From an optimization exercise on the open Yosys and OpenROAD flow, aimed at small area, a short achievable clock period and few clock cycles per item; shortcuts taken in it are not production practice.
In this exercise RTL edits were held to simulation tests only and were not proved equivalent to the original.

==> flow/design.v <==
module rsa_row #(parameter K = 0, parameter W = 12) (
    input  [W-1:0]  R, B,
    input  [11:0]   X, TB,
    input           en,
    output [W-1:0]  RO,
    output [11:0]   XO,
    output          qo
);
    localparam WR = W - K;
    localparam WX = 12 - K;
    wire [WR:0]   c;
    wire [WR-1:0] d;
    wire [WX:0]   cx;
    wire [WX-1:0] sx;
    assign c[0]  = 1'b1;
    assign cx[0] = 1'b0;
    genvar j;
    generate for (j = 0; j < WR; j = j + 1) begin : bt
        wire x = R[K+j];
        wire y = ~B[j];
        assign d[j]   = x ^ y ^ c[j];
        assign c[j+1] = (x & y) | (x & c[j]) | (y & c[j]);
    end endgenerate
    wire q = en & c[WR];
    wire [WX-1:0] tb = TB[WX-1:0] & {WX{q}};
    generate for (j = 0; j < WX; j = j + 1) begin : bx
        wire x = X[K+j];
        wire y = tb[j];
        assign sx[j]   = x ^ y ^ cx[j];
        assign cx[j+1] = (x & y) | (x & cx[j]) | (y & cx[j]);
    end endgenerate
    assign qo = q;
    generate if (K == 0) begin : k0
        assign RO = q ? d : R;
        assign XO = sx;
    end else begin : kn
        assign RO = {q ? d : R[W-1:K], R[K-1:0]};
        assign XO = {sx, X[K-1:0]};
    end endgenerate
endmodule
module rsa_add #(parameter W = 12) (
    input  [W-1:0] a, b,
    input          ci,
    output [W-1:0] s,
    output         co
);
    wire [W:0] c;
    assign c[0] = ci;
    genvar j;
    generate for (j = 0; j < W; j = j + 1) begin : bt
        assign s[j]   = a[j] ^ b[j] ^ c[j];
        assign c[j+1] = (a[j] & b[j]) | (a[j] & c[j]) | (b[j] & c[j]);
    end endgenerate
    assign co = c[W];
endmodule
module rsa_cneg #(parameter W = 12) (
    input  [W-1:0] x,
    input          n,
    output [W-1:0] y
);
    wire [W-1:0] xi = x ^ {W{n}};
    wire [W:0]   c;
    assign c[0] = n;
    genvar j;
    generate for (j = 0; j < W; j = j + 1) begin : bt
        assign y[j]   = xi[j] ^ c[j];
        assign c[j+1] = xi[j] & c[j];
    end endgenerate
endmodule
module rsa_prep (
    input  [5:0]  p, q,
    output [11:0] N, Eu
);
    wire [11:0] acc [0:5];
    assign acc[0] = {6'd0, p & {6{q[0]}}};
    genvar i;
    generate for (i = 1; i < 6; i = i + 1) begin : mr
        wire [6:0] s;
        wire       co;
        rsa_add #(.W(6)) u_a (.a(acc[i-1][i+5:i]), .b(p & {6{q[i]}}), .ci(1'b0), .s(s[5:0]), .co(co));
        assign s[6] = co;
        if (i < 5) begin : lo
            assign acc[i] = {{(5-i){1'b0}}, s, acc[i-1][i-1:0]};
        end else begin : hi
            assign acc[i] = {s[6:0], acc[i-1][4:0]};
        end
    end endgenerate
    assign N = acc[5];
    wire [11:0] np = {6'h3f, ~p};
    wire [11:0] nq;
    rsa_cneg #(.W(12)) u_nq (.x({6'd0, q}), .n(1'b1), .y(nq));
    wire [11:0] cs = N ^ np ^ nq;
    wire [11:0] cc = (N & np) | (N & nq) | (np & nq);
    wire        co2;
    rsa_add #(.W(12)) u_e (.a(cs), .b({cc[10:0], 1'b1}), .ci(1'b1), .s(Eu), .co(co2));
endmodule
module rsa_rrow #(parameter K = 0, parameter W = 12) (
    input  [W-1:0]  R, B,
    input           en,
    output [W-1:0]  RO,
    output          qo
);
    localparam WR = W - K;
    wire [WR:0]   c;
    wire [WR-1:0] d;
    assign c[0] = 1'b1;
    genvar j;
    generate for (j = 0; j < WR; j = j + 1) begin : bt
        wire x = R[K+j];
        wire y = ~B[j];
        assign d[j]   = x ^ y ^ c[j];
        assign c[j+1] = (x & y) | (x & c[j]) | (y & c[j]);
    end endgenerate
    wire q = en & c[WR];
    assign qo = q;
    generate if (K == 0) begin : k0
        assign RO = q ? d : R;
    end else begin : kn
        assign RO = {q ? d : R[W-1:K], R[K-1:0]};
    end endgenerate
endmodule
module rsa_tb4 #(parameter I = 0) (
    input  [11:0] X, TB,
    input         q2, q1, q0,
    output [11:0] XO
);
    localparam WX = 12 - 2 * I;
    wire one = q1 ^ q0;
    wire two = (q2 & ~q1 & ~q0) | (~q2 & q1 & q0);
    wire neg = q2;
    wire [WX-1:0] tb  = TB[WX-1:0];
    wire [WX-1:0] tb2 = {TB[WX-2:0], 1'b0};
    wire [WX-1:0] pp  = ((tb & {WX{one}}) | (tb2 & {WX{two}})) ^ {WX{neg}};
    wire [WX:0]   c;
    wire [WX-1:0] s;
    assign c[0] = neg;
    genvar j;
    generate for (j = 0; j < WX; j = j + 1) begin : bt
        wire x = X[2*I+j];
        wire y = pp[j];
        assign s[j]   = x ^ y ^ c[j];
        assign c[j+1] = (x & y) | (x & c[j]) | (y & c[j]);
    end endgenerate
    generate if (I == 0) begin : i0
        assign XO = s;
    end else begin : in
        assign XO = {s, X[2*I-1:0]};
    end endgenerate
endmodule
module rsa_key #(parameter WIDTH = 6) (
    input                    clk,
    input                    rst_n,
    input                    in_valid,
    output                   in_ready,
    input  [WIDTH-1:0]       IN_P,
    input  [WIDTH-1:0]       IN_Q,
    input  [WIDTH*2-1:0]     IN_E,
    output reg               out_valid,
    output reg [WIDTH*2-1:0] OUT_N,
    output reg [WIDTH*2-1:0] OUT_D
);
assign in_ready = 1'b1;
reg v0;
reg [5:0] p0, q0;
reg [11:0] e0;
always @(posedge clk or negedge rst_n)
    if (~rst_n) v0 <= 1'b0; else v0 <= in_valid;
always @(posedge clk) begin p0 <= IN_P; q0 <= IN_Q; e0 <= IN_E; end
wire [11:0] c_N, c_Eu, c_A0, c_B0;
rsa_prep u_prep (.p(p0), .q(q0), .N(c_N), .Eu(c_Eu));
rsa_cneg #(.W(12)) u_na (.x(c_Eu), .n(c_Eu[11]), .y(c_A0));
rsa_cneg #(.W(12)) u_nb (.x(e0), .n(e0[11]), .y(c_B0));
wire        c_sp0 = ~(c_Eu[11] ^ e0[11]);
wire [11:0] c1_Bw = c_B0;
wire [11:0] c2_A;
wire c3_q;
rsa_rrow #(.K(11), .W(12)) u_d0_k11 (.R(c_A0), .B(c1_Bw), .en((|c_B0 & ~|c1_Bw[11:1])), .RO(c2_A), .qo(c3_q));
wire [11:0] c4_Bw = c_B0;
wire [11:0] c5_A;
wire c6_q;
rsa_rrow #(.K(10), .W(12)) u_d0_k10 (.R(c2_A), .B(c4_Bw), .en((|c_B0 & ~|c4_Bw[11:2])), .RO(c5_A), .qo(c6_q));
wire [11:0] c7_Bw = c_B0;
wire [11:0] c8_A;
wire c9_q;
rsa_rrow #(.K(9), .W(12)) u_d0_k9 (.R(c5_A), .B(c7_Bw), .en((|c_B0 & ~|c7_Bw[11:3])), .RO(c8_A), .qo(c9_q));
wire [11:0] c10_Bw = c_B0;
wire [11:0] c11_A;
wire c12_q;
rsa_rrow #(.K(8), .W(12)) u_d0_k8 (.R(c8_A), .B(c10_Bw), .en((|c_B0 & ~|c10_Bw[11:4])), .RO(c11_A), .qo(c12_q));
wire [11:0] c13_Bw = c_B0;
wire [11:0] c14_A;
wire c15_q;
rsa_rrow #(.K(7), .W(12)) u_d0_k7 (.R(c11_A), .B(c13_Bw), .en((|c_B0 & ~|c13_Bw[11:5])), .RO(c14_A), .qo(c15_q));
wire [11:0] c16_Bw = c_B0;
wire [11:0] c17_A;
wire c18_q;
rsa_rrow #(.K(6), .W(12)) u_d0_k6 (.R(c14_A), .B(c16_Bw), .en((|c_B0 & ~|c16_Bw[11:6])), .RO(c17_A), .qo(c18_q));
wire [11:0] c19_Bw = c_B0;
wire [11:0] c20_A;
wire c21_q;
rsa_rrow #(.K(5), .W(12)) u_d0_k5 (.R(c17_A), .B(c19_Bw), .en((|c_B0 & ~|c19_Bw[11:7])), .RO(c20_A), .qo(c21_q));
wire [11:0] c22_Bw = c_B0;
wire [11:0] c23_A;
wire c24_q;
rsa_rrow #(.K(4), .W(12)) u_d0_k4 (.R(c20_A), .B(c22_Bw), .en((|c_B0 & ~|c22_Bw[11:8])), .RO(c23_A), .qo(c24_q));
wire [11:0] c25_Bw = c_B0;
wire [11:0] c26_A;
wire c27_q;
rsa_rrow #(.K(3), .W(12)) u_d0_k3 (.R(c23_A), .B(c25_Bw), .en((|c_B0 & ~|c25_Bw[11:9])), .RO(c26_A), .qo(c27_q));
wire [11:0] c28_Bw = c_B0;
wire [11:0] c29_A;
wire c30_q;
rsa_rrow #(.K(2), .W(12)) u_d0_k2 (.R(c26_A), .B(c28_Bw), .en((|c_B0 & ~|c28_Bw[11:10])), .RO(c29_A), .qo(c30_q));
wire [11:0] c31_Bw = c_B0;
wire [11:0] c32_A;
wire c33_q;
rsa_rrow #(.K(1), .W(12)) u_d0_k1 (.R(c29_A), .B(c31_Bw), .en((|c_B0 & ~|c31_Bw[11:11])), .RO(c32_A), .qo(c33_q));
reg v1;
always @(posedge clk or negedge rst_n)
    if (~rst_n) v1 <= 1'b0; else v1 <= v0;
reg [11:0] s1_A;
always @(posedge clk) s1_A <= c32_A;
reg [11:0] s1_B;
always @(posedge clk) s1_B <= c_B0;
reg s1_sp;
always @(posedge clk) s1_sp <= c_sp0;
reg [11:0] s1_Eu;
always @(posedge clk) s1_Eu <= c_Eu;
reg [11:0] s1_N;
always @(posedge clk) s1_N <= c_N;
reg s1_q11;
always @(posedge clk) s1_q11 <= c3_q;
reg s1_q10;
always @(posedge clk) s1_q10 <= c6_q;
reg s1_q9;
always @(posedge clk) s1_q9 <= c9_q;
reg s1_q8;
always @(posedge clk) s1_q8 <= c12_q;
reg s1_q7;
always @(posedge clk) s1_q7 <= c15_q;
reg s1_q6;
always @(posedge clk) s1_q6 <= c18_q;
reg s1_q5;
always @(posedge clk) s1_q5 <= c21_q;
reg s1_q4;
always @(posedge clk) s1_q4 <= c24_q;
reg s1_q3;
always @(posedge clk) s1_q3 <= c27_q;
reg s1_q2;
always @(posedge clk) s1_q2 <= c30_q;
reg s1_q1;
always @(posedge clk) s1_q1 <= c33_q;
wire [11:0] c34_Bw = s1_B;
wire [11:0] c35_A;
wire c36_q;
rsa_rrow #(.K(0), .W(12)) u_d0_k0 (.R(s1_A), .B(c34_Bw), .en((|s1_B)), .RO(c35_A), .qo(c36_q));
wire [11:0] c37_Q = {s1_q11, s1_q10, s1_q9, s1_q8, s1_q7, s1_q6, s1_q5, s1_q4, s1_q3, s1_q2, s1_q1, c36_q};
wire c38_bnz = |s1_B;
wire [11:0] c39_A = s1_B;
wire [10:0] c40_B = c38_bnz ? c35_A[10:0] : 11'd0;
wire [11:0] c41_X = 12'd1;
wire [11:0] c42_TB = c37_Q;
wire c43_par = c38_bnz ? ~1'b0 : 1'b0;
wire c44_sw = c38_bnz ? 1'b0 : ~1'b0;
wire [11:0] c45_Bw = c40_B;
wire [11:0] c46_A;
wire c47_q;
rsa_rrow #(.K(11), .W(12)) u_d1_k11 (.R(c39_A), .B(c45_Bw), .en((|c40_B & ~|c45_Bw[11:1])), .RO(c46_A), .qo(c47_q));
wire [11:0] c48_Bw = c40_B;
wire [11:0] c49_A;
wire c50_q;
rsa_rrow #(.K(10), .W(12)) u_d1_k10 (.R(c46_A), .B(c48_Bw), .en((|c40_B & ~|c48_Bw[11:2])), .RO(c49_A), .qo(c50_q));
wire [11:0] c51_Bw = c40_B;
wire [11:0] c52_A;
wire c53_q;
rsa_rrow #(.K(9), .W(12)) u_d1_k9 (.R(c49_A), .B(c51_Bw), .en((|c40_B & ~|c51_Bw[11:3])), .RO(c52_A), .qo(c53_q));
wire [11:0] c54_X;
rsa_tb4 #(.I(5)) u_t1_i5 (.X(c41_X), .TB(c42_TB), .q2(c47_q), .q1(c50_q), .q0(c53_q), .XO(c54_X));
wire [11:0] c55_Bw = c40_B;
wire [11:0] c56_A;
wire c57_q;
rsa_rrow #(.K(8), .W(12)) u_d1_k8 (.R(c52_A), .B(c55_Bw), .en((|c40_B & ~|c55_Bw[11:4])), .RO(c56_A), .qo(c57_q));
wire [11:0] c58_Bw = c40_B;
wire [11:0] c59_A;
wire c60_q;
rsa_rrow #(.K(7), .W(12)) u_d1_k7 (.R(c56_A), .B(c58_Bw), .en((|c40_B & ~|c58_Bw[11:5])), .RO(c59_A), .qo(c60_q));
wire [11:0] c61_X;
rsa_tb4 #(.I(4)) u_t1_i4 (.X(c54_X), .TB(c42_TB), .q2(c53_q), .q1(c57_q), .q0(c60_q), .XO(c61_X));
wire [11:0] c62_Bw = c40_B;
wire [11:0] c63_A;
wire c64_q;
rsa_rrow #(.K(6), .W(12)) u_d1_k6 (.R(c59_A), .B(c62_Bw), .en((|c40_B & ~|c62_Bw[11:6])), .RO(c63_A), .qo(c64_q));
wire [11:0] c65_Bw = c40_B;
wire [11:0] c66_A;
wire c67_q;
rsa_rrow #(.K(5), .W(12)) u_d1_k5 (.R(c63_A), .B(c65_Bw), .en((|c40_B & ~|c65_Bw[11:7])), .RO(c66_A), .qo(c67_q));
wire [11:0] c68_X;
rsa_tb4 #(.I(3)) u_t1_i3 (.X(c61_X), .TB(c42_TB), .q2(c60_q), .q1(c64_q), .q0(c67_q), .XO(c68_X));
wire [11:0] c69_Bw = c40_B;
wire [11:0] c70_A;
wire c71_q;
rsa_rrow #(.K(4), .W(12)) u_d1_k4 (.R(c66_A), .B(c69_Bw), .en((|c40_B & ~|c69_Bw[11:8])), .RO(c70_A), .qo(c71_q));
wire [11:0] c72_Bw = c40_B;
wire [11:0] c73_A;
wire c74_q;
rsa_rrow #(.K(3), .W(12)) u_d1_k3 (.R(c70_A), .B(c72_Bw), .en((|c40_B & ~|c72_Bw[11:9])), .RO(c73_A), .qo(c74_q));
wire [11:0] c75_X;
rsa_tb4 #(.I(2)) u_t1_i2 (.X(c68_X), .TB(c42_TB), .q2(c67_q), .q1(c71_q), .q0(c74_q), .XO(c75_X));
wire [11:0] c76_Bw = c40_B;
wire [11:0] c77_A;
wire c78_q;
rsa_rrow #(.K(2), .W(12)) u_d1_k2 (.R(c73_A), .B(c76_Bw), .en((|c40_B & ~|c76_Bw[11:10])), .RO(c77_A), .qo(c78_q));
wire [11:0] c79_Bw = c40_B;
wire [11:0] c80_A;
wire c81_q;
rsa_rrow #(.K(1), .W(12)) u_d1_k1 (.R(c77_A), .B(c79_Bw), .en((|c40_B & ~|c79_Bw[11:11])), .RO(c80_A), .qo(c81_q));
wire [11:0] c82_X;
rsa_tb4 #(.I(1)) u_t1_i1 (.X(c75_X), .TB(c42_TB), .q2(c74_q), .q1(c78_q), .q0(c81_q), .XO(c82_X));
wire [11:0] c83_Bw = c40_B;
wire [11:0] c84_A;
wire c85_q;
rsa_rrow #(.K(0), .W(12)) u_d1_k0 (.R(c80_A), .B(c83_Bw), .en((|c40_B)), .RO(c84_A), .qo(c85_q));
reg v2;
always @(posedge clk or negedge rst_n)
    if (~rst_n) v2 <= 1'b0; else v2 <= v1;
reg [11:0] s2_A;
always @(posedge clk) s2_A <= c84_A;
reg [10:0] s2_B;
always @(posedge clk) s2_B <= c40_B;
reg [11:0] s2_X;
always @(posedge clk) s2_X <= c82_X;
reg [11:0] s2_TB;
always @(posedge clk) s2_TB <= c42_TB;
reg s2_par;
always @(posedge clk) s2_par <= c43_par;
reg s2_sw;
always @(posedge clk) s2_sw <= c44_sw;
reg s2_sp;
always @(posedge clk) s2_sp <= s1_sp;
reg [11:0] s2_Eu;
always @(posedge clk) s2_Eu <= s1_Eu;
reg [11:0] s2_N;
always @(posedge clk) s2_N <= s1_N;
reg s2_q1;
always @(posedge clk) s2_q1 <= c81_q;
reg s2_q0;
always @(posedge clk) s2_q0 <= c85_q;
wire [11:0] c86_X;
rsa_tb4 #(.I(0)) u_t1_i0 (.X(s2_X), .TB(s2_TB), .q2(s2_q1), .q1(s2_q0), .q0(1'b0), .XO(c86_X));
wire c87_bnz = |s2_B;
wire [10:0] c88_A = s2_B;
wire [9:0] c89_B = c87_bnz ? s2_A[9:0] : 10'd0;
wire [11:0] c90_X = s2_TB;
wire [11:0] c91_TB = c86_X;
wire c92_par = c87_bnz ? ~s2_par : s2_par;
wire c93_sw = c87_bnz ? s2_sw : ~s2_sw;
wire [10:0] c94_Bw = c89_B;
wire [10:0] c95_A;
wire c96_q;
rsa_rrow #(.K(10), .W(11)) u_d2_k10 (.R(c88_A), .B(c94_Bw), .en((|c89_B & ~|c94_Bw[10:1])), .RO(c95_A), .qo(c96_q));
wire [10:0] c97_Bw = c89_B;
wire [10:0] c98_A;
wire c99_q;
rsa_rrow #(.K(9), .W(11)) u_d2_k9 (.R(c95_A), .B(c97_Bw), .en((|c89_B & ~|c97_Bw[10:2])), .RO(c98_A), .qo(c99_q));
wire [11:0] c100_X;
rsa_tb4 #(.I(5)) u_t2_i5 (.X(c90_X), .TB(c91_TB), .q2(1'b0), .q1(c96_q), .q0(c99_q), .XO(c100_X));
wire [10:0] c101_Bw = c89_B;
wire [10:0] c102_A;
wire c103_q;
rsa_rrow #(.K(8), .W(11)) u_d2_k8 (.R(c98_A), .B(c101_Bw), .en((|c89_B & ~|c101_Bw[10:3])), .RO(c102_A), .qo(c103_q));
wire [10:0] c104_Bw = c89_B;
wire [10:0] c105_A;
wire c106_q;
rsa_rrow #(.K(7), .W(11)) u_d2_k7 (.R(c102_A), .B(c104_Bw), .en((|c89_B & ~|c104_Bw[10:4])), .RO(c105_A), .qo(c106_q));
wire [11:0] c107_X;
rsa_tb4 #(.I(4)) u_t2_i4 (.X(c100_X), .TB(c91_TB), .q2(c99_q), .q1(c103_q), .q0(c106_q), .XO(c107_X));
wire [10:0] c108_Bw = c89_B;
wire [10:0] c109_A;
wire c110_q;
rsa_rrow #(.K(6), .W(11)) u_d2_k6 (.R(c105_A), .B(c108_Bw), .en((|c89_B & ~|c108_Bw[10:5])), .RO(c109_A), .qo(c110_q));
wire [10:0] c111_Bw = c89_B;
wire [10:0] c112_A;
wire c113_q;
rsa_rrow #(.K(5), .W(11)) u_d2_k5 (.R(c109_A), .B(c111_Bw), .en((|c89_B & ~|c111_Bw[10:6])), .RO(c112_A), .qo(c113_q));
wire [11:0] c114_X;
rsa_tb4 #(.I(3)) u_t2_i3 (.X(c107_X), .TB(c91_TB), .q2(c106_q), .q1(c110_q), .q0(c113_q), .XO(c114_X));
wire [10:0] c115_Bw = c89_B;
wire [10:0] c116_A;
wire c117_q;
rsa_rrow #(.K(4), .W(11)) u_d2_k4 (.R(c112_A), .B(c115_Bw), .en((|c89_B & ~|c115_Bw[10:7])), .RO(c116_A), .qo(c117_q));
wire [10:0] c118_Bw = c89_B;
wire [10:0] c119_A;
wire c120_q;
rsa_rrow #(.K(3), .W(11)) u_d2_k3 (.R(c116_A), .B(c118_Bw), .en((|c89_B & ~|c118_Bw[10:8])), .RO(c119_A), .qo(c120_q));
wire [11:0] c121_X;
rsa_tb4 #(.I(2)) u_t2_i2 (.X(c114_X), .TB(c91_TB), .q2(c113_q), .q1(c117_q), .q0(c120_q), .XO(c121_X));
wire [10:0] c122_Bw = c89_B;
wire [10:0] c123_A;
wire c124_q;
rsa_rrow #(.K(2), .W(11)) u_d2_k2 (.R(c119_A), .B(c122_Bw), .en((|c89_B & ~|c122_Bw[10:9])), .RO(c123_A), .qo(c124_q));
wire [10:0] c125_Bw = c89_B;
wire [10:0] c126_A;
wire c127_q;
rsa_rrow #(.K(1), .W(11)) u_d2_k1 (.R(c123_A), .B(c125_Bw), .en((|c89_B & ~|c125_Bw[10:10])), .RO(c126_A), .qo(c127_q));
wire [11:0] c128_X;
rsa_tb4 #(.I(1)) u_t2_i1 (.X(c121_X), .TB(c91_TB), .q2(c120_q), .q1(c124_q), .q0(c127_q), .XO(c128_X));
wire [10:0] c129_Bw = c89_B;
wire [10:0] c130_A;
wire c131_q;
rsa_rrow #(.K(0), .W(11)) u_d2_k0 (.R(c126_A), .B(c129_Bw), .en((|c89_B)), .RO(c130_A), .qo(c131_q));
wire [11:0] c132_X;
rsa_tb4 #(.I(0)) u_t2_i0 (.X(c128_X), .TB(c91_TB), .q2(c127_q), .q1(c131_q), .q0(1'b0), .XO(c132_X));
wire c133_bnz = |c89_B;
wire [9:0] c134_A = c89_B;
wire [9:0] c135_B = c133_bnz ? c130_A[9:0] : 10'd0;
wire [11:0] c136_X = c91_TB;
wire [11:0] c137_TB = c132_X;
wire c138_par = c133_bnz ? ~c92_par : c92_par;
wire c139_sw = c133_bnz ? c93_sw : ~c93_sw;
wire [9:0] c140_Bw = c135_B;
wire [9:0] c141_A;
wire c142_q;
rsa_rrow #(.K(9), .W(10)) u_d3_k9 (.R(c134_A), .B(c140_Bw), .en((|c135_B & ~|c140_Bw[9:1])), .RO(c141_A), .qo(c142_q));
wire [11:0] c143_X;
rsa_tb4 #(.I(5)) u_t3_i5 (.X(c136_X), .TB(c137_TB), .q2(1'b0), .q1(1'b0), .q0(c142_q), .XO(c143_X));
reg v3;
always @(posedge clk or negedge rst_n)
    if (~rst_n) v3 <= 1'b0; else v3 <= v2;
reg [9:0] s3_A;
always @(posedge clk) s3_A <= c141_A;
reg [9:0] s3_B;
always @(posedge clk) s3_B <= c135_B;
reg [11:0] s3_X;
always @(posedge clk) s3_X <= c143_X;
reg [11:0] s3_TB;
always @(posedge clk) s3_TB <= c137_TB;
reg s3_par;
always @(posedge clk) s3_par <= c138_par;
reg s3_sw;
always @(posedge clk) s3_sw <= c139_sw;
reg s3_sp;
always @(posedge clk) s3_sp <= s2_sp;
reg [11:0] s3_Eu;
always @(posedge clk) s3_Eu <= s2_Eu;
reg [11:0] s3_N;
always @(posedge clk) s3_N <= s2_N;
reg s3_q9;
always @(posedge clk) s3_q9 <= c142_q;
wire [9:0] c144_Bw = s3_B;
wire [9:0] c145_A;
wire c146_q;
rsa_rrow #(.K(8), .W(10)) u_d3_k8 (.R(s3_A), .B(c144_Bw), .en((|s3_B & ~|c144_Bw[9:2])), .RO(c145_A), .qo(c146_q));
wire [9:0] c147_Bw = s3_B;
wire [9:0] c148_A;
wire c149_q;
rsa_rrow #(.K(7), .W(10)) u_d3_k7 (.R(c145_A), .B(c147_Bw), .en((|s3_B & ~|c147_Bw[9:3])), .RO(c148_A), .qo(c149_q));
wire [11:0] c150_X;
rsa_tb4 #(.I(4)) u_t3_i4 (.X(s3_X), .TB(s3_TB), .q2(s3_q9), .q1(c146_q), .q0(c149_q), .XO(c150_X));
wire [9:0] c151_Bw = s3_B;
wire [9:0] c152_A;
wire c153_q;
rsa_rrow #(.K(6), .W(10)) u_d3_k6 (.R(c148_A), .B(c151_Bw), .en((|s3_B & ~|c151_Bw[9:4])), .RO(c152_A), .qo(c153_q));
wire [9:0] c154_Bw = s3_B;
wire [9:0] c155_A;
wire c156_q;
rsa_rrow #(.K(5), .W(10)) u_d3_k5 (.R(c152_A), .B(c154_Bw), .en((|s3_B & ~|c154_Bw[9:5])), .RO(c155_A), .qo(c156_q));
wire [11:0] c157_X;
rsa_tb4 #(.I(3)) u_t3_i3 (.X(c150_X), .TB(s3_TB), .q2(c149_q), .q1(c153_q), .q0(c156_q), .XO(c157_X));
wire [9:0] c158_Bw = s3_B;
wire [9:0] c159_A;
wire c160_q;
rsa_rrow #(.K(4), .W(10)) u_d3_k4 (.R(c155_A), .B(c158_Bw), .en((|s3_B & ~|c158_Bw[9:6])), .RO(c159_A), .qo(c160_q));
wire [9:0] c161_Bw = s3_B;
wire [9:0] c162_A;
wire c163_q;
rsa_rrow #(.K(3), .W(10)) u_d3_k3 (.R(c159_A), .B(c161_Bw), .en((|s3_B & ~|c161_Bw[9:7])), .RO(c162_A), .qo(c163_q));
wire [11:0] c164_X;
rsa_tb4 #(.I(2)) u_t3_i2 (.X(c157_X), .TB(s3_TB), .q2(c156_q), .q1(c160_q), .q0(c163_q), .XO(c164_X));
wire [9:0] c165_Bw = s3_B;
wire [9:0] c166_A;
wire c167_q;
rsa_rrow #(.K(2), .W(10)) u_d3_k2 (.R(c162_A), .B(c165_Bw), .en((|s3_B & ~|c165_Bw[9:8])), .RO(c166_A), .qo(c167_q));
wire [9:0] c168_Bw = s3_B;
wire [9:0] c169_A;
wire c170_q;
rsa_rrow #(.K(1), .W(10)) u_d3_k1 (.R(c166_A), .B(c168_Bw), .en((|s3_B & ~|c168_Bw[9:9])), .RO(c169_A), .qo(c170_q));
wire [11:0] c171_X;
rsa_tb4 #(.I(1)) u_t3_i1 (.X(c164_X), .TB(s3_TB), .q2(c163_q), .q1(c167_q), .q0(c170_q), .XO(c171_X));
wire [9:0] c172_Bw = s3_B;
wire [9:0] c173_A;
wire c174_q;
rsa_rrow #(.K(0), .W(10)) u_d3_k0 (.R(c169_A), .B(c172_Bw), .en((|s3_B)), .RO(c173_A), .qo(c174_q));
wire [11:0] c175_X;
rsa_tb4 #(.I(0)) u_t3_i0 (.X(c171_X), .TB(s3_TB), .q2(c170_q), .q1(c174_q), .q0(1'b0), .XO(c175_X));
wire c176_bnz = |s3_B;
wire [9:0] c177_A = s3_B;
wire [8:0] c178_B = c176_bnz ? c173_A[8:0] : 9'd0;
wire [11:0] c179_X = s3_TB;
wire [11:0] c180_TB = c175_X;
wire c181_par = c176_bnz ? ~s3_par : s3_par;
wire c182_sw = c176_bnz ? s3_sw : ~s3_sw;
wire [9:0] c183_Bw = c178_B;
wire [9:0] c184_A;
wire c185_q;
rsa_rrow #(.K(9), .W(10)) u_d4_k9 (.R(c177_A), .B(c183_Bw), .en((|c178_B & ~|c183_Bw[9:1])), .RO(c184_A), .qo(c185_q));
wire [11:0] c186_X;
rsa_tb4 #(.I(5)) u_t4_i5 (.X(c179_X), .TB(c180_TB), .q2(1'b0), .q1(1'b0), .q0(c185_q), .XO(c186_X));
wire [9:0] c187_Bw = c178_B;
wire [9:0] c188_A;
wire c189_q;
rsa_rrow #(.K(8), .W(10)) u_d4_k8 (.R(c184_A), .B(c187_Bw), .en((|c178_B & ~|c187_Bw[9:2])), .RO(c188_A), .qo(c189_q));
wire [9:0] c190_Bw = c178_B;
wire [9:0] c191_A;
wire c192_q;
rsa_rrow #(.K(7), .W(10)) u_d4_k7 (.R(c188_A), .B(c190_Bw), .en((|c178_B & ~|c190_Bw[9:3])), .RO(c191_A), .qo(c192_q));
wire [11:0] c193_X;
rsa_tb4 #(.I(4)) u_t4_i4 (.X(c186_X), .TB(c180_TB), .q2(c185_q), .q1(c189_q), .q0(c192_q), .XO(c193_X));
wire [9:0] c194_Bw = c178_B;
wire [9:0] c195_A;
wire c196_q;
rsa_rrow #(.K(6), .W(10)) u_d4_k6 (.R(c191_A), .B(c194_Bw), .en((|c178_B & ~|c194_Bw[9:4])), .RO(c195_A), .qo(c196_q));
wire [9:0] c197_Bw = c178_B;
wire [9:0] c198_A;
wire c199_q;
rsa_rrow #(.K(5), .W(10)) u_d4_k5 (.R(c195_A), .B(c197_Bw), .en((|c178_B & ~|c197_Bw[9:5])), .RO(c198_A), .qo(c199_q));
wire [11:0] c200_X;
rsa_tb4 #(.I(3)) u_t4_i3 (.X(c193_X), .TB(c180_TB), .q2(c192_q), .q1(c196_q), .q0(c199_q), .XO(c200_X));
wire [9:0] c201_Bw = c178_B;
wire [9:0] c202_A;
wire c203_q;
rsa_rrow #(.K(4), .W(10)) u_d4_k4 (.R(c198_A), .B(c201_Bw), .en((|c178_B & ~|c201_Bw[9:6])), .RO(c202_A), .qo(c203_q));
reg v4;
always @(posedge clk or negedge rst_n)
    if (~rst_n) v4 <= 1'b0; else v4 <= v3;
reg [9:0] s4_A;
always @(posedge clk) s4_A <= c202_A;
reg [8:0] s4_B;
always @(posedge clk) s4_B <= c178_B;
reg [11:0] s4_X;
always @(posedge clk) s4_X <= c200_X;
reg [11:0] s4_TB;
always @(posedge clk) s4_TB <= c180_TB;
reg s4_par;
always @(posedge clk) s4_par <= c181_par;
reg s4_sw;
always @(posedge clk) s4_sw <= c182_sw;
reg s4_sp;
always @(posedge clk) s4_sp <= s3_sp;
reg [11:0] s4_Eu;
always @(posedge clk) s4_Eu <= s3_Eu;
reg [11:0] s4_N;
always @(posedge clk) s4_N <= s3_N;
reg s4_q5;
always @(posedge clk) s4_q5 <= c199_q;
reg s4_q4;
always @(posedge clk) s4_q4 <= c203_q;
wire [9:0] c204_Bw = s4_B;
wire [9:0] c205_A;
wire c206_q;
rsa_rrow #(.K(3), .W(10)) u_d4_k3 (.R(s4_A), .B(c204_Bw), .en((|s4_B & ~|c204_Bw[9:7])), .RO(c205_A), .qo(c206_q));
wire [11:0] c207_X;
rsa_tb4 #(.I(2)) u_t4_i2 (.X(s4_X), .TB(s4_TB), .q2(s4_q5), .q1(s4_q4), .q0(c206_q), .XO(c207_X));
wire [9:0] c208_Bw = s4_B;
wire [9:0] c209_A;
wire c210_q;
rsa_rrow #(.K(2), .W(10)) u_d4_k2 (.R(c205_A), .B(c208_Bw), .en((|s4_B & ~|c208_Bw[9:8])), .RO(c209_A), .qo(c210_q));
wire [9:0] c211_Bw = s4_B;
wire [9:0] c212_A;
wire c213_q;
rsa_rrow #(.K(1), .W(10)) u_d4_k1 (.R(c209_A), .B(c211_Bw), .en((|s4_B & ~|c211_Bw[9:9])), .RO(c212_A), .qo(c213_q));
wire [11:0] c214_X;
rsa_tb4 #(.I(1)) u_t4_i1 (.X(c207_X), .TB(s4_TB), .q2(c206_q), .q1(c210_q), .q0(c213_q), .XO(c214_X));
wire [9:0] c215_Bw = s4_B;
wire [9:0] c216_A;
wire c217_q;
rsa_rrow #(.K(0), .W(10)) u_d4_k0 (.R(c212_A), .B(c215_Bw), .en((|s4_B)), .RO(c216_A), .qo(c217_q));
wire [11:0] c218_X;
rsa_tb4 #(.I(0)) u_t4_i0 (.X(c214_X), .TB(s4_TB), .q2(c213_q), .q1(c217_q), .q0(1'b0), .XO(c218_X));
wire c219_bnz = |s4_B;
wire [8:0] c220_A = s4_B;
wire [8:0] c221_B = c219_bnz ? c216_A[8:0] : 9'd0;
wire [11:0] c222_X = s4_TB;
wire [11:0] c223_TB = c218_X;
wire c224_par = c219_bnz ? ~s4_par : s4_par;
wire c225_sw = c219_bnz ? s4_sw : ~s4_sw;
wire [8:0] c226_Bw = c221_B;
wire [8:0] c227_A;
wire c228_q;
rsa_rrow #(.K(8), .W(9)) u_d5_k8 (.R(c220_A), .B(c226_Bw), .en((|c221_B & ~|c226_Bw[8:1])), .RO(c227_A), .qo(c228_q));
wire [8:0] c229_Bw = c221_B;
wire [8:0] c230_A;
wire c231_q;
rsa_rrow #(.K(7), .W(9)) u_d5_k7 (.R(c227_A), .B(c229_Bw), .en((|c221_B & ~|c229_Bw[8:2])), .RO(c230_A), .qo(c231_q));
wire [11:0] c232_X;
rsa_tb4 #(.I(4)) u_t5_i4 (.X(c222_X), .TB(c223_TB), .q2(1'b0), .q1(c228_q), .q0(c231_q), .XO(c232_X));
wire [8:0] c233_Bw = c221_B;
wire [8:0] c234_A;
wire c235_q;
rsa_rrow #(.K(6), .W(9)) u_d5_k6 (.R(c230_A), .B(c233_Bw), .en((|c221_B & ~|c233_Bw[8:3])), .RO(c234_A), .qo(c235_q));
wire [8:0] c236_Bw = c221_B;
wire [8:0] c237_A;
wire c238_q;
rsa_rrow #(.K(5), .W(9)) u_d5_k5 (.R(c234_A), .B(c236_Bw), .en((|c221_B & ~|c236_Bw[8:4])), .RO(c237_A), .qo(c238_q));
wire [11:0] c239_X;
rsa_tb4 #(.I(3)) u_t5_i3 (.X(c232_X), .TB(c223_TB), .q2(c231_q), .q1(c235_q), .q0(c238_q), .XO(c239_X));
wire [8:0] c240_Bw = c221_B;
wire [8:0] c241_A;
wire c242_q;
rsa_rrow #(.K(4), .W(9)) u_d5_k4 (.R(c237_A), .B(c240_Bw), .en((|c221_B & ~|c240_Bw[8:5])), .RO(c241_A), .qo(c242_q));
wire [8:0] c243_Bw = c221_B;
wire [8:0] c244_A;
wire c245_q;
rsa_rrow #(.K(3), .W(9)) u_d5_k3 (.R(c241_A), .B(c243_Bw), .en((|c221_B & ~|c243_Bw[8:6])), .RO(c244_A), .qo(c245_q));
wire [11:0] c246_X;
rsa_tb4 #(.I(2)) u_t5_i2 (.X(c239_X), .TB(c223_TB), .q2(c238_q), .q1(c242_q), .q0(c245_q), .XO(c246_X));
wire [8:0] c247_Bw = c221_B;
wire [8:0] c248_A;
wire c249_q;
rsa_rrow #(.K(2), .W(9)) u_d5_k2 (.R(c244_A), .B(c247_Bw), .en((|c221_B & ~|c247_Bw[8:7])), .RO(c248_A), .qo(c249_q));
wire [8:0] c250_Bw = c221_B;
wire [8:0] c251_A;
wire c252_q;
rsa_rrow #(.K(1), .W(9)) u_d5_k1 (.R(c248_A), .B(c250_Bw), .en((|c221_B & ~|c250_Bw[8:8])), .RO(c251_A), .qo(c252_q));
wire [11:0] c253_X;
rsa_tb4 #(.I(1)) u_t5_i1 (.X(c246_X), .TB(c223_TB), .q2(c245_q), .q1(c249_q), .q0(c252_q), .XO(c253_X));
wire [8:0] c254_Bw = c221_B;
wire [8:0] c255_A;
wire c256_q;
rsa_rrow #(.K(0), .W(9)) u_d5_k0 (.R(c251_A), .B(c254_Bw), .en((|c221_B)), .RO(c255_A), .qo(c256_q));
wire [11:0] c257_X;
rsa_tb4 #(.I(0)) u_t5_i0 (.X(c253_X), .TB(c223_TB), .q2(c252_q), .q1(c256_q), .q0(1'b0), .XO(c257_X));
wire c258_bnz = |c221_B;
wire [8:0] c259_A = c221_B;
wire [7:0] c260_B = c258_bnz ? c255_A[7:0] : 8'd0;
wire [11:0] c261_X = c223_TB;
wire [11:0] c262_TB = c257_X;
wire c263_par = c258_bnz ? ~c224_par : c224_par;
wire c264_sw = c258_bnz ? c225_sw : ~c225_sw;
wire f_z = ~|c260_B;
wire [11:0] f_u = (f_z & ~c264_sw) ? c261_X : c262_TB;
wire f_neg = s4_sp & ~(f_z ? c263_par : ~c263_par);
wire [11:0] f_Eu = s4_Eu;
wire f_m = (f_neg & |f_u) | f_u[11];   
wire [11:0] f_df, f_ndf;
wire f_ge;
rsa_add #(.W(12)) u_df (.a(f_u), .b(~f_Eu), .ci(1'b1), .s(f_df), .co(f_ge));
rsa_cneg #(.W(12)) u_nd (.x(f_df), .n(1'b1), .y(f_ndf));
wire f_gt = f_ge & |f_df;
wire [11:0] f_D = f_m ? f_ndf : f_gt ? f_df : f_u;
always @(posedge clk or negedge rst_n)
    if (~rst_n) out_valid <= 1'b0; else out_valid <= v4;
always @(posedge clk) begin OUT_N <= s4_N; OUT_D <= f_D; end
endmodule
==> flow/run.sh <==
#!/bin/bash
# synth_recipe.tcl (not shown) runs the flow's synth.tcl, then flattens the netlist and writes it again
# the make line also repeats each setting of config.mk as NAME=value (left out here)
make -C /OpenROAD-flow-scripts/flow DESIGN_CONFIG=/design/flow/config.mk WORK_HOME=/design/flow/orfs CLKGATE_MAP_FILE= SYNTH_SCRIPT=/design/flow/synth_recipe.tcl finish
==> flow/config.mk <==
export PLATFORM = sky130hd
export DESIGN_NAME = rsa_key
export DESIGN_NICKNAME = rsa_key
export VERILOG_FILES = /design/flow/design.v
export SDC_FILE = /design/flow/constraint.sdc
export NUM_CORES = 4
export LEC_CHECK = 0
export ABC_AREA = 1
export CAP_MARGIN = 20
export CORE_MARGIN = 2
export CORE_UTILIZATION = 65
export SLEW_MARGIN = 20
==> flow/constraint.sdc <==
create_clock -name core_clock -period 210.0 [get_ports {clk}]
set_input_delay 42.0000 -clock core_clock [delete_from_list [all_inputs] [get_ports {clk}]]
set_output_delay 42.0000 -clock core_clock [all_outputs]
set_load 0.01 [all_outputs]
==> impl_results.md, run 1 <==
* Outcome: finished clean
* Antenna Nets Post-Route at 0
* Max Clk Rate at 23.0 MHz
* Fillcell total at 3,822
* Syn Area/Cell at 8.69 um^2
* Synth Register Bits at 329
* Synth-to-Final Area Change at 7.36%
* CTS Hold Bufs at 0
* Critical Path Slowest Stage Cell: clkdlybuf4s50_1
* Ant diodes at 0
* Final non-filler cell total at 4,279
* DRC at 0
* Largest net degree at the start of global routing at 22
* WL/cell at 16.6 um
* Path type of the worst min-delay path: reg -> reg
* Synthesized area at 31,400 um^2
* Clock-pin slew on the worst setup and hold paths at 0.06 ns
* Final min period at 43.42 ns
* Critical Path Start Type: flop
* Port Buffers at 51
* Core area at 47,700 um^2
* Initial drt markers at 1,426
* Setup violators final at 0
* Global-route wire length before repair at 121 mm
* CP max FO at 1
* Site Rows at 80
* CP Data Arrival Time at 1.42 ns
* Number of distinct library cells after synthesis at 53
* Die ar. at 50,200 um^2
* Die width at 224 um
* CP Buf/Inv Count at 1
* DP Cell Count at 4,214
* Ports at 53
* Worst EP required at 168.00 ns
* Sequential fraction of the synthesis area at 21.0%
* GR Overflow Total at 0
* Async SR Flop Fraction at 1.82%
* Cell count after synthesis at 3,619
* Worst rel slew slack at 33.7%
* Height of the chip at 224 um
* Worst setup EP type: output pin
* DR pass1 iterations at 6
* RSZ-0062 raised after global routing: false
* Setup CP Type: reg -> out
* CTS root buf: clkbuf_16
* Tightest Pin Transition at 0.990 ns
* Top delay family on crit path: buffers and inverters
* Slew Limit Fails at 0
* Initial antenna violation count at 0
* Final wirelength at 71.2 mm
* Initial Util at 65.9%
* Clk latency of the worst-skew pair at 0.56 ns
* H-tree levels at 2
* Layout Skew at 0.0179 ns
* Post-DP HPWL at 59.0 mm
* Vias in the first global route at 24,700
* Biggest area consumer among synthesized cells: fa_1
* Clk buf depth at 3
* GRT Util Overall at 30.0%
* Max Cap Viol at 0
* Sequential cell area at 6620 um^2
* Final Net Count at 4,293
* Largest stage delay on the critical path at 0.54 ns
* Synth Warn # at 2
* CTS tree: yes
* Post-cts repair resize count at 0
* Final period utilization at 20.7%
* Via count at 23,800
* Syn_nets at 4,275
* Post-synth top area share at 31.6%
* Post-route cell area at 33,800 um^2
* Placed cell area at 32,400 um^2
* TritonCTS Buffers at 36
* Crit-path cells: clkdlybuf4s50_1
* # clock sinks at 329
* Top FF cell, synth: dfxtp_1
* Post-CTS Setup Inserts at 0
* EDFF count, synth at 0
* Post-Route Setup TNS at 0 ns
* Mean number of vias per cell at 5.56
* Fin. Hold Viols at 0
* Layout cells sized above 1 at 4.56%
* Area contributors post-synth: fa_1, dfxtp_1, nand2_1
* Area occupied by multi-input gates at 22,000 um^2
* Placer Congestion at 0.935
[state kept, by name (all words and copies together) (netlist names), 11 cells and up]
name	cells
s1_B	12
s2_B	11
s2_TB	12
s2_N	12
OUT_D	12
s3_Eu	12
s4_X	12
s3_X	12
s1_Eu	11
OUT_N	12
e0	12
s4_Eu	12
s3_N	12
s4_N	12
s4_TB	12
s2_Eu	12
s3_TB	12
s1_N	12
s1_A	12
[Yosys cell counts, types with 5 or more instances]
cell	number
dfxtp_1	323
o21ai_0	127
nand2_1	776
nand3b_1	8
clkbuf_1	44
buf_6	5
buf_2	18
a21oi_1	15
nor3_1	33
nand4_1	23
and2_1	9
fa_1	497
nor2_1	167
buf_1	15
or2_2	10
inv_1	614
nand2_2	18
o21ai_1	14
nor2_2	5
nor4_1	5
xor2_1	232
mux2i_1	52
ha_1	132
nand3_2	15
clkinv_1	14
nand3_1	116
dfrtp_1	6
xnor2_1	37
o211ai_1	5
inv_2	21
o22ai_1	159
a31oi_1	63
[final timing paths]
kind	start	to	slack, ns	depth (start not counted)
max in group asynchronous	rst_n	v4	168.12	1
hold reg to reg	s1_Eu[8]	s2_Eu[8]	0.32	0
hold / removal	s1_Eu[8]	s2_Eu[8]	0.32	0
setup / recovery	OUT_N[5]	OUT_N[5]	166.58	1
setup reg to reg	s1_B[0]	s2_A[6]	166.89	140
min in group asynchronous	rst_n	v0	41.67	1
[cells in the final DEF, fill, tap and decap left out, drive strengths merged, types with 37 or more instances in the layout]
cell / synthesis / final
nor2: 176 / 176
dfxtp: 323 / 323
fa: 497 / 497
nand3: 135 / 135
nand2: 798 / 798
xnor2: 37 / 37
ha: 132 / 132
clkdlybuf4s50: 0 / 51
o22ai: 159 / 159
o21ai: 145 / 145
a31oi: 63 / 63
mux2i: 52 / 52
clkbuf: 44 / 49
inv: 636 / 641
xor2: 232 / 232
[per-stage QoR]
step / worst slack, ns / hold slack, ns / utilization (%)
CTS: 166.53 / 0.317 / 70.7
detailed placement: 166.86 / 0.312 / 68.0
floorplan: 167.62 / 0.310 / -
global route: 163.82 / 0.330 / 70.7
finish: 166.58 / 0.322 / 70.7
global placement: 167.18 / 0.310 / 68.0
[final cells by class]
class	instances	share of cell area [%]
clock buffers	49	3.08
multi-input cells	2554	65.2
flip-flops and latches	329	19.6
well taps	615	2.28
clock inverters	16	0.775
inverters	651	7.25
repair buffers	65	1.82
[cells by family after synthesis]
kind of cell	Yosys count	share of synthesized area [%]
adders and majority gates	629	36.9
DFF	329	21.0
other	1	0.0119
buffers and inverters	736	9.02
xor gates and xnor gates	269	7.49
and+or+nand+nor	1203	16.4
muxes	52	1.66
AOI/OAI and AO/OA	400	7.49
[per-layer routing]
| layer | track usage (%) | share of wire [%] | vias to the layer above |
|---|---|---|---|
| met4 | 10.7 | 3.3 | 0 |
| li1 | - | - | 11300 |
| met2 | 52.3 | 50 | 629 |
| met3 | 4.38 | 4.9 | 137 |
| met5 | 0 | 0 | - |
| met1 | 38.3 | 42 | 11700 |
Testbench counts, summed over its fixed seeds: cycles 2,448, items 2,400.
==> run 2, diff against run 1 <==
--- a/flow/config.mk
+++ b/flow/config.mk
@@ -8,5 +8,5 @@
 export ABC_AREA = 1
 export CAP_MARGIN = 20
 export CORE_MARGIN = 2
-export CORE_UTILIZATION = 65
+export CORE_UTILIZATION = 40
 export SLEW_MARGIN = 20
==> run 2 against run 1 <==
  * Cell count rose by 9.9%
  * Critical path depth unchanged
  * Fmax about the same
  * Critical path type unchanged
  * Non-clock buffer count up 4
  * Sequential cell count unchanged
  * Design area grew 1.1%
  * Highest routed layer unchanged
  * Global-route usage shrank 12 points
  * Clock-buffer cell count decreased by 1
  * Synthesized cell count did not move
==> impl_results.md, run 2 <==
* Outcome: finished clean
* Critical Path Start Type: flop
* Clk buf depth at 3
* Height of the chip at 284 um
* Final min period at 43.38 ns
* Post-synth top area share at 31.6%
* Syn_nets at 4,275
* Syn Area/Cell at 8.69 um^2
* Worst setup EP type: output pin
* Layout Skew at 0.0309 ns
* Fillcell total at 7,851
* Tightest Pin Transition at 0.894 ns
* Setup violators final at 0
* Synthesized area at 31,400 um^2
* Top delay family on crit path: buffers and inverters
* Initial antenna violation count at 0
* GR Overflow Total at 0
* Final non-filler cell total at 4,703
* Slew Limit Fails at 0
* Worst rel slew slack at 40.1%
* # clock sinks at 329
* Synth-to-Final Area Change at 8.51%
* CTS root buf: clkbuf_16
* Cell count after synthesis at 3,619
* CP Data Arrival Time at 1.38 ns
* Area contributors post-synth: fa_1, dfxtp_1, nand2_1
* Via count at 22,900
* DP Cell Count at 4,643
* Clock-pin slew on the worst setup and hold paths at 0.06 ns
* Synth Warn # at 2
* Crit-path cells: clkdlybuf4s50_1
* Worst EP required at 168.00 ns
* CTS Hold Bufs at 0
* Largest net degree at the start of global routing at 23
* Async SR Flop Fraction at 1.82%
* Initial Util at 40.5%
* Final hold slack at 0.321 ns
* Fin. Hold Viols at 0
* Post-route setup slack at 166.62 ns
* GRT Util Overall at 18.1%
* Final period utilization at 20.7%
* Synth Register Bits at 329
* Die width at 284 um
* Post-Route Setup TNS at 0 ns
* DR pass1 iterations at 5
* Post-cts repair resize count at 0
* Global-route wire length before repair at 120 mm
* EDFF count, synth at 0
* Biggest area consumer among synthesized cells: fa_1
* Final Net Count at 4,296
* Core area at 77,600 um^2
* H-tree levels at 2
* Mean number of vias per cell at 4.88
* Number of distinct library cells after synthesis at 53
* CP Buf/Inv Count at 1
* Post-CTS Setup Inserts at 0
* Sequential fraction of the synthesis area at 21.0%
* Leading cell types by count after synthesis: nand2_1, inv_1, fa_1
* Max Cap Viol at 0
* Port Buffers at 51
* Site Rows at 102
* Leading cell types in the layout, fill and taps excluded: nand2_1, inv_1, fa_1, dfxtp_1, xor2_1
* Largest stage delay on the critical path at 0.54 ns
* Antenna Nets Post-Route at 0
* Vias in the first global route at 23,300
* CP max FO at 1
* Clk latency of the worst-skew pair at 0.55 ns
* DRC at 0
* Path type of the worst min-delay path: reg -> reg
* Final wirelength at 70.9 mm
* Placer Congestion at 0.869
* TritonCTS Buffers at 35
* CTS tree: yes
* Die ar. at 80,900 um^2
* Ports at 53
* Initial drt markers at 1,392
* Top-count cell post-synth: nand2_1
* WL/cell at 15.1 um
* Most common cell after layout, fill and taps aside: nand2_1
* Max Clk Rate at 23.1 MHz
* Top FF cell, synth: dfxtp_1
* Post-DP HPWL at 59.7 mm
* Post-Place Setup Slack at 167.14 ns
* RSZ-0062 raised after global routing: false
* Layout cells sized above 1 at 4.45%
* Setup CP Type: reg -> out
* Critical Path Slowest Stage Cell: clkdlybuf4s50_1
run 2: cell counts after synthesis:
Identical to the previous run, type by type.
run 2: final timing paths:
check	slack, ns	to	cells past startpoint	start
min in group asynchronous	41.71	v3	1	rst_n
max in group asynchronous	168.08	out_valid	1	rst_n
worst max-delay path	166.62	OUT_D[6]	1	OUT_D[6]
worst max register to register	167.36	s2_A[4]	143	s1_B[0]
worst min register to register	0.32	s4_Eu[2]	0	s3_Eu[2]
worst min-delay path	0.32	s4_Eu[2]	0	s3_Eu[2]
run 2: cell type report:
cell class	count	area (um^2)	share of cell area (%)
multi-input cells	2554	22000	64.5
flip-flops and latches	329	6620	19.4
inverters	651	2450	7.17
well taps	1040	1300	3.81
clock buffers	48	1000	2.94
repair buffers	69	646	1.89
clock inverters	11	96.3	0.282
diodes	1	2.50	0.00733
run 2: cells by family (layout without fill, tap and decap cells):
group	count (synthesis)	in the layout	share of synthesized area, %
fa+ha+maj	629	629	36.9
mux	52	52	1.66
flops	329	329	21.0
xor+xnor	269	269	7.49
other cells	1	2	0.0119
buf+inv	736	779	9.02
simple gates	1203	1203	16.4
compound gates	400	400	7.49
run 2: layer usage:
layer	routed length (um)	GRT usage, %	vias to the layer above
li1	-	-	11300
met1	32300	24.1	11200
met2	35100	31.7	356
met3	2070	1.98	88
met4	1380	3.95	0
met5	0	0	-
run 2: through the flow:
| step | util [%] | cell area (um^2) |
|---|---|---|
| finish | 44.0 | 34100 |
| global route | 44.0 | 34100 |
| CTS | 44.0 | 34100 |
| detailed placement | 42.5 | 33000 |
| global placement | 42.5 | 33000 |
| floorplan | - | 31400 |

## static timing again, ports no longer ideal
Ports are ideal in the flow. The routed layouts listed here were re-timed in OpenROAD.
Step 1, drivers: a clkbuf_16 drives clk and a buf_2 each remaining input, both assumed.
Step 2 also shifts input and output timing later by t, the mid clock arrival at the registers, as if the neighbouring blocks saw the same clock.
Slacks: ideal ports / drivers / drivers and shift; pairs: ideal ports / drivers.
run | shift t [ns] | setup WS [ns] | worst setup path at the end | latest minus earliest clock arrival (ns) | cell pins on the clock port's net
run 1 | 0.609 | 166.578 / 166.520 / 166.892 | register to register | 0.019 / 0.018 | 1
run 2 | 0.599 | 166.618 / 166.556 / 167.154 | register to output | 0.033 / 0.033 | 1
After both steps setup and hold are still met in every run listed.
